This is an optimization exercise on Yosys and OpenROAD, whose aim is small area, a short achievable clock period and few clock cycles per item, not a production implementation. RTL that was checked went through simulation tests only; none was proved equivalent to the original. Power and IR drop assume default switching activity.

run 1:
==> flow/design.v <==
module divisor_secuencial #(
    parameter N = 32
) (
    input  logic             clk,
    input  logic             rst,
    input  logic             valid,
    input  logic [N-1:0]     A,
    input  logic [N-1:0]     B,
    output logic [N-1:0]     Q,
    output logic [N-1:0]     R,
    output logic             done,
    output logic             error
);
    logic [N-1:0] x_reg;     
    logic [N-1:0] d_reg;     
    logic [N-1:0] q_reg;     
    logic [4:0]   cnt;       
    logic         err_reg;
    logic s_align, s_step, s_done;
    logic idle, quick;
    assign idle  = !(s_align || s_step || s_done);
    assign quick = s_align && s_done;
    function automatic logic [5:0] lzc32(input logic [31:0] v);
        logic [15:0] z1;  logic [15:0] c1;         
        logic [7:0]  z2;  logic [15:0] c2;         
        logic [3:0]  z3;  logic [11:0] c3;         
        logic [1:0]  z4;  logic [7:0]  c4;         
        for (int i = 0; i < 16; i++) begin
            z1[i] = !(v[2*i+1] || v[2*i]);
            c1[i] = !v[2*i+1];
        end
        for (int i = 0; i < 8; i++) begin
            z2[i] = z1[2*i+1] && z1[2*i];
            c2[2*i+:2] = z1[2*i+1] ? {1'b1, c1[2*i]} : {1'b0, c1[2*i+1]};
        end
        for (int i = 0; i < 4; i++) begin
            z3[i] = z2[2*i+1] && z2[2*i];
            c3[3*i+:3] = z2[2*i+1] ? {1'b1, c2[4*i+:2]} : {1'b0, c2[4*i+2+:2]};
        end
        for (int i = 0; i < 2; i++) begin
            z4[i] = z3[2*i+1] && z3[2*i];
            c4[4*i+:4] = z3[2*i+1] ? {1'b1, c3[6*i+:3]} : {1'b0, c3[6*i+3+:3]};
        end
        lzc32 = {z4[1] && z4[0], z4[1] ? {1'b1, c4[3:0]} : {1'b0, c4[7:4]}};
    endfunction
    logic [5:0] lz_a, lz_b;
    logic [4:0] shamt;
    always_ff @(posedge clk) begin
        lz_a <= lzc32(A);
        lz_b <= lzc32(B);
    end
    assign shamt = lz_b[4:0] - lz_a[4:0];
    logic [N-1:0] d_shift;
    always_comb begin
        logic [N-1:0] t;
        logic [4:0]   s;
        s = s_align ? shamt : 5'd0;
        if (!s_align)
            t = d_reg >> 1;
        else if (s[0])
            t = d_reg << 1;
        else
            t = d_reg;
        if (s[1]) t = t << 2;
        if (s[2]) t = t << 4;
        if (s[3]) t = t << 8;
        if (s[4]) t = t << 16;
        d_shift = t;
    end
    logic [N-1:0] b_above;       
    logic         a_short;
    always_comb begin
        b_above[N-1] = 1'b0;
        for (int i = N - 2; i >= 0; i--)
            b_above[i] = b_above[i+1] || B[i+1];
    end
    assign a_short = !(|(A & ~b_above)) && (b_above[0] || B[0]);
    logic [N:0]   diff;
    logic         ge;
    assign diff = {1'b0, x_reg} - {1'b0, d_reg};
    assign ge   = !diff[N];
    assign Q     = q_reg;
    assign R     = x_reg;
    assign done  = s_done;
    assign error = err_reg;
    always_ff @(posedge clk or posedge rst) begin
        if (rst) begin
            s_align <= 1'b0;
            s_step  <= 1'b0;
            s_done  <= 1'b0;
        end else begin
            s_align <= idle && valid;
            s_step  <= (s_align && !quick && ge && !lz_b[5]) || (s_step && cnt != '0);
            s_done  <= (idle && valid && a_short) ||
                       (s_align && !quick && (!ge || lz_b[5])) || (s_step && cnt == '0);
        end
    end
    always_ff @(posedge clk) begin
        if (idle)
            x_reg <= A;
        else if (s_step && ge)
            x_reg <= diff[N-1:0];
        if (idle)
            d_reg <= B;
        else
            d_reg <= d_shift;
        if (s_step)
            q_reg <= {q_reg[N-2:0], ge};
        else
            q_reg <= '0;
        if (s_align)
            cnt <= shamt;
        else
            cnt <= cnt - 1'b1;
        err_reg <= !idle && lz_b[5];
    end
endmodule
export LEC_CHECK = 0
export CAP_MARGIN = 20
export CORE_MARGIN = 2
export CORE_UTILIZATION = 40
export PLACE_DENSITY = 0.6
export SLEW_MARGIN = 20
create_clock -name core_clock -period 10.0 [get_ports {clk}]
standard.sh (not shown) runs the stock make flow with config.mk's settings and CLKGATE_MAP_FILE= SYNTH_SCRIPT=/design/flow/synth_recipe.tcl, a recipe that flattens the netlist after the stock synthesis.
==> flow/flow/run.sh <==
#!/bin/bash
# The standard layout (standard.sh), with changes to how it is made only:
#  - the ports are buffered with sky130_fd_sc_hd__buf_2 instead of the resizer's default pick;
#  - The clock tree is built from sky130_fd_sc_hd__clkbuf_8.
#  - repair_timing aims for extra setup slack at the design's 10 ns clock.
# The SDC, the clock period and everything else are the standard flow's own.
bash standard.sh "BUFFER_PORTS_ARGS=-buffer_cell sky130_fd_sc_hd__buf_2" SETUP_SLACK_MARGIN=6.8 CTS_BUF_LIST=sky130_fd_sc_hd__clkbuf_8 finish > standard.log 2>&1
Testbench counts of run 1, summed over its fixed seeds: cycles 30,393, items 3,600.
#### Input delta (run 2 over run 1)
-- flow/design.v --
<<< run 1, line 18
    logic         err_reg;
    logic s_align, s_step, s_done;
    logic idle, quick;
    assign idle  = !(s_align || s_step || s_done);
    assign quick = s_align && s_done;
    function automatic logic [5:0] lzc32(input logic [31:0] v);
        logic [15:0] z1;  logic [15:0] c1;         
>>> run 2, line 18
    logic         err_reg;
    logic s_align, s_step, s_done;
    logic idle;
    assign idle = !(s_align || s_step || s_done);
    function automatic logic [5:0] lzc32(input logic [31:0] v);
        logic [15:0] z1;  logic [15:0] c1;         
<<< run 1, line 90
            s_done  <= 1'b0;
        end else begin
            s_align <= idle && valid;
            s_step  <= (s_align && !quick && ge && !lz_b[5]) || (s_step && cnt != '0);
            s_done  <= (idle && valid && a_short) ||
                       (s_align && !quick && (!ge || lz_b[5])) || (s_step && cnt == '0);
        end
    end
>>> run 2, line 89
            s_done  <= 1'b0;
        end else begin
            s_align <= idle && valid && !a_short;
            s_step  <= (s_align && ge && !lz_b[5]) || (s_step && cnt != '0);
            s_done  <= (idle && valid && a_short) || (s_align && (!ge || lz_b[5])) ||
                       (s_step && cnt == '0);
        end
    end
Results
- Delta (run 2 minus run 1): global-route wire length before repair went up, share of the clock period used by the worst path after layout now larger, biggest cell delay along the critical path fell 0.05 ns, utilization fell by 0.68 points.
- Register share of the cell area: run 2 and run 1 compared, higher one is run 1
- Register cell area after layout essentially unchanged between run 1 and run 2.
- Run 2 ends up with a critical path depth that is 4 lower than in run 1.
- Delta (run 2 minus run 1): final worst setup slack dropped 0.068 ns, final antenna diode count climbed 2, final-stage net count climbed 5, total detailed-routing wirelength climbed about 15%.
- Higher overall power after layout among run 2 and run 1: run 2
- Area used by multi-input combinational logic of run 2 exceeds that of run 1 by a few percent.
- Run 2 vs run 1 on worst setup slack for register-to-register paths: run 2 is the higher one.
For run 2, only the layout was checked, not whether the RTL still works.

==> what the ideal ports hide <==
Ports are ideal in the flow. The routed layouts listed here were re-timed in OpenROAD. Step 1 assumes that a clkbuf_16 drives the clock port and a buf_2 every other input. Step 2 adds t to the input delays and takes it off the output delays; t is the mean of the earliest and latest rising clock arrival at the registers after step 1. Input paths then give back, and output paths get back, about the clock's delay inside the block. a / b / c = ideal / step 1 / step 2; a / b = the first two.
| run | t, ns | setup slack, ns | hold slack, ns | slew at the worst register clock pin (ns) | cell pins on the clock port's net |
|---|---|---|---|---|---|
| run 1 | 0.509 | 6.706 / 6.706 / 6.317 | 0.457 / 0.457 / 0.457 | 0.09 / 0.09 | 1 |
| run 2 | 0.497 | 6.638 / 6.648 / 6.151 | 0.458 / 0.458 / 0.458 | 0.09 / 0.09 | 1 |
After both steps setup and hold are still met in every run listed. The setup slack of run 2, which loses most, moves by +0.010 ns with the drivers and by -0.487 ns with both steps.
